This is an optimization exercise on Yosys and OpenROAD, whose aim is small area and a short achievable clock period, not a production implementation.

==> inputs of run a <==
Design maxpool_new, start of the top module:
module maxpool_new(
	input [4:0] stride,
	input  maxpool_enable,
	output reg [18:0] address1 , write_address,
	output reg maxpool_done, patch_end,
	input clk ,
	input reset,
	input [9:0]  w1 ,h1,
	input [4:0] w2,h2,
	output reg [9:0] width, height
    );
export LEC_CHECK = 0
export CAP_MARGIN = 50
export CORE_MARGIN = 2
export CORE_UTILIZATION = 40
export CTS_BUF_LIST = sky130_fd_sc_hd__clkbuf_8
export SLEW_MARGIN = 70
export SYNTH_HIERARCHICAL = 1
create_clock -name core_clock -period 25.0 [get_ports {clk}]
standard.sh (not shown) runs the stock make flow with config.mk's settings and CLKGATE_MAP_FILE= SYNTH_SCRIPT=/design/flow/synth_recipe.tcl, a recipe that flattens the netlist after the stock synthesis.
==> flow/flow/run.sh <==
#!/bin/bash
# Standard layout, with the port buffers made from buf_1 cells and timing
# repair asked to leave more setup slack than the clock period needs.
export BUFFER_PORTS_ARGS="-buffer_cell sky130_fd_sc_hd__buf_1"
export SETUP_SLACK_MARGIN=18
bash standard.sh > standard.log 2>&1
==> run b (differences from run a) <==
--- a/flow/design.v
+++ b/flow/design.v
@@ -19,19 +19,20 @@
 reg [18:0] N;            
 reg [9:0]  Vrem;         
 reg [9:0]  q;            
 reg [4:0]  r;            
 reg        wvalid;       
+reg        done_i;       
 wire [18:0] a_step, w_sum, wa_n;
 wire [4:0]  hi_n, vi_n, r_n;
 wire [9:0]  Hn_n, Vrem_n, q_n, width_n, height_n;
 wire        done_n, pe_n, fw_n;
 wire        c_run, c_a_step, c_a_w, c_a_N, c_vi, c_pend, c_w_step, c_w_N, c_w_w;
 wire        c_qr, c_row, c_width, c_ncap;
 maxpool_step st (
 	.w1r(w1r), .w2m1(w2m1), .h2m1(h2m1), .sr(sr), .s_h2(s_h2),
-	.address1(address1), .write_address(write_address), .maxpool_done(maxpool_done),
+	.address1(address1), .write_address(write_address), .maxpool_done(done_i),
 	.hi(hi), .vi(vi), .Hn(Hn), .fw(fw), .W(W), .Vrem(Vrem),
 	.q(q), .r(r), .wvalid(wvalid),
 	.a_step(a_step), .w_sum(w_sum), .wa_n(wa_n),
 	.hi_n(hi_n), .vi_n(vi_n), .r_n(r_n),
 	.Hn_n(Hn_n), .Vrem_n(Vrem_n), .q_n(q_n), .width_n(width_n), .height_n(height_n),
@@ -41,15 +42,15 @@
 	.c_qr(c_qr), .c_row(c_row), .c_width(c_width), .c_ncap(c_ncap)
 );
 wire [18:0] a_d, wa_d, W_d, N_d;
 wire [4:0]  hi_d, vi_d, r_d;
 wire [9:0]  Hn_d, Vrem_d, q_d, width_d, height_d;
-wire        done_d, pe_d, fw_d, wv_d;
+wire        done_d, done_i_d, pe_d, fw_d, wv_d;
 maxpool_gate gt (
 	.reset(reset), .en(maxpool_enable), .stride(stride), .h1(h1),
 	.address1(address1), .write_address(write_address), .maxpool_done(maxpool_done),
-	.patch_end(patch_end), .hi(hi), .vi(vi), .Hn(Hn), .fw(fw), .W(W), .N(N),
+	.done_i(done_i), .patch_end(patch_end), .hi(hi), .vi(vi), .Hn(Hn), .fw(fw), .W(W), .N(N),
 	.Vrem(Vrem), .q(q), .r(r), .wvalid(wvalid), .width(width), .height(height),
 	.a_step(a_step), .w_sum(w_sum), .wa_n(wa_n),
 	.hi_n(hi_n), .vi_n(vi_n), .r_n(r_n),
 	.Hn_n(Hn_n), .Vrem_n(Vrem_n), .q_n(q_n), .width_n(width_n), .height_n(height_n),
 	.done_n(done_n), .pe_n(pe_n), .fw_n(fw_n),
@@ -57,21 +58,22 @@
 	.c_vi(c_vi), .c_pend(c_pend), .c_w_step(c_w_step), .c_w_N(c_w_N), .c_w_w(c_w_w),
 	.c_qr(c_qr), .c_row(c_row), .c_width(c_width), .c_ncap(c_ncap),
 	.a_d(a_d), .wa_d(wa_d), .W_d(W_d), .N_d(N_d),
 	.hi_d(hi_d), .vi_d(vi_d), .r_d(r_d),
 	.Hn_d(Hn_d), .Vrem_d(Vrem_d), .q_d(q_d), .width_d(width_d), .height_d(height_d),
-	.done_d(done_d), .pe_d(pe_d), .fw_d(fw_d), .wv_d(wv_d)
+	.done_d(done_d), .done_i_d(done_i_d), .pe_d(pe_d), .fw_d(fw_d), .wv_d(wv_d)
 );
 always @(posedge clk) begin
 	w1r  <= w1;
 	w2m1 <= w2 - 5'd1;
 	h2m1 <= h2 - 5'd1;
 	sr   <= stride;
 	s_h2 <= (stride == h2);
 	address1      <= a_d;
 	write_address <= wa_d;
 	maxpool_done  <= done_d;
+	done_i        <= done_i_d;
 	patch_end     <= pe_d;
 	hi     <= hi_d;
 	vi     <= vi_d;
 	Hn     <= Hn_d;
 	fw     <= fw_d;
@@ -189,11 +191,11 @@
 module maxpool_gate(
 	input        reset, en,
 	input [4:0]  stride,
 	input [9:0]  h1,
 	input [18:0] address1, write_address,
-	input        maxpool_done, patch_end,
+	input        maxpool_done, done_i, patch_end,
 	input [4:0]  hi, vi,
 	input [9:0]  Hn,
 	input        fw,
 	input [18:0] W, N,
 	input [9:0]  Vrem, q,
@@ -207,11 +209,11 @@
 	input        c_run, c_a_step, c_a_w, c_a_N, c_vi, c_pend, c_w_step, c_w_N, c_w_w,
 	input        c_qr, c_row, c_width, c_ncap,
 	output [18:0] a_d, wa_d, W_d, N_d,
 	output [4:0]  hi_d, vi_d, r_d,
 	output [9:0]  Hn_d, Vrem_d, q_d, width_d, height_d,
-	output        done_d, pe_d, fw_d, wv_d
+	output        done_d, done_i_d, pe_d, fw_d, wv_d
 );
 wire ne = ~reset & en;
 wire nr = ~reset;
 wire l_run    = ne & c_run,    k_run   = nr & ~(en & c_run);
 wire l_a_step = ne & c_a_step;
@@ -232,10 +234,11 @@
 mp_sel3 #(19) s_W (.l0(l_w_step), .l1(l_w_w), .l2(l_w_N), .k(k_pend),
 	.n0(a_step), .n1(w_sum), .n2(N), .q(W), .d(W_d));
 mp_sel #(19) s_N  (.l(l_ncap), .k(k_ncap), .n(a_step), .q(N), .d(N_d));
 mp_sel #(19) s_wa (.l(l_pend), .k(k_pend), .n(wa_n), .q(write_address), .d(wa_d));
 mp_sel #(1)  s_dn (.l(l_run), .k(k_run), .n(done_n), .q(maxpool_done), .d(done_d));
+mp_sel #(1)  s_di (.l(l_run), .k(k_run), .n(done_n), .q(done_i), .d(done_i_d));
 mp_sel #(5)  s_hi (.l(l_run), .k(k_run), .n(hi_n), .q(hi), .d(hi_d));
 mp_sel #(1)  s_pe (.l(l_pe), .k(k_pe), .n(pe_n), .q(patch_end), .d(pe_d));
 mp_sel #(5)  s_vi (.l(l_vi), .k(k_vi), .n(vi_n), .q(vi), .d(vi_d));
 mp_sel #(10) s_q  (.l(l_qr), .k(k_qr), .n(q_n), .q(q), .d(q_d));
 mp_sel #(5)  s_r  (.l(l_qr), .k(k_qr), .n(r_n), .q(r), .d(r_d));
==> flow/config.mk (replaced) <==
export PLATFORM = sky130hd
export DESIGN_NAME = maxpool_new
export DESIGN_NICKNAME = maxpool_new
export VERILOG_FILES = /design/flow/design.v
export SDC_FILE = /design/flow/constraint.sdc
export NUM_CORES = 4
export LEC_CHECK = 0
export CAP_MARGIN = 20
export CORE_MARGIN = 2
export CORE_UTILIZATION = 40
export CTS_BUF_LIST = sky130_fd_sc_hd__clkbuf_8
export SLEW_MARGIN = 20
export SYNTH_HIERARCHICAL = 1
==> flow_summary.toml <==
[run_status]
status = "complete, no violations"

[worst_hold_path]
min_to = "height[5]"

[worst_setup_path]
worstPathArrival_ns = 7.05

[logic_synthesis]
yosysUniqueCellTypes = 55
the above is filed under run b

==> flow_summary.toml <==
[finish]
fin_area_um2 = 10300

[logic_synthesis]
yosysUniqueCellTypes = 56

[worst_setup_path]
worstPathArrival_ns = 1.16

[run_status]
status = "complete, no violations"

[pwr]
total_power_mw = 0.542
the above is filed under run a

No run of this note included a check of the RTL's function; only the layout flow was run.

## re-timing with driven ports
No port has a modelled driver above. Below, the same layouts with a new extraction and two added sets of constraints. Step 1, drivers: a clkbuf_16 drives clk and a buf_2 each remaining input, both assumed. Step 2 also shifts input and output timing later by t, the mid clock arrival at the registers, as if the neighbouring blocks saw the same clock. Slacks: ideal ports / drivers / drivers and shift; pairs: ideal ports / drivers.
run	t (ns)	slack for setup (ns)	hold WS [ns]	clock arrival spread, ns	cell pins on the clock port's net
run a	0.502	18.842 / 18.797 / 18.524	0.480 / 0.480 / 0.480	0.011 / 0.011	1
run b	0.498	18.347 / 18.358 / 17.859	0.473 / 0.473 / 0.473	0.018 / 0.017	1
After both steps every run listed still meets setup and hold. The setup slack of run b, which loses most, moves by +0.011 ns with the drivers and by -0.488 ns with both steps.
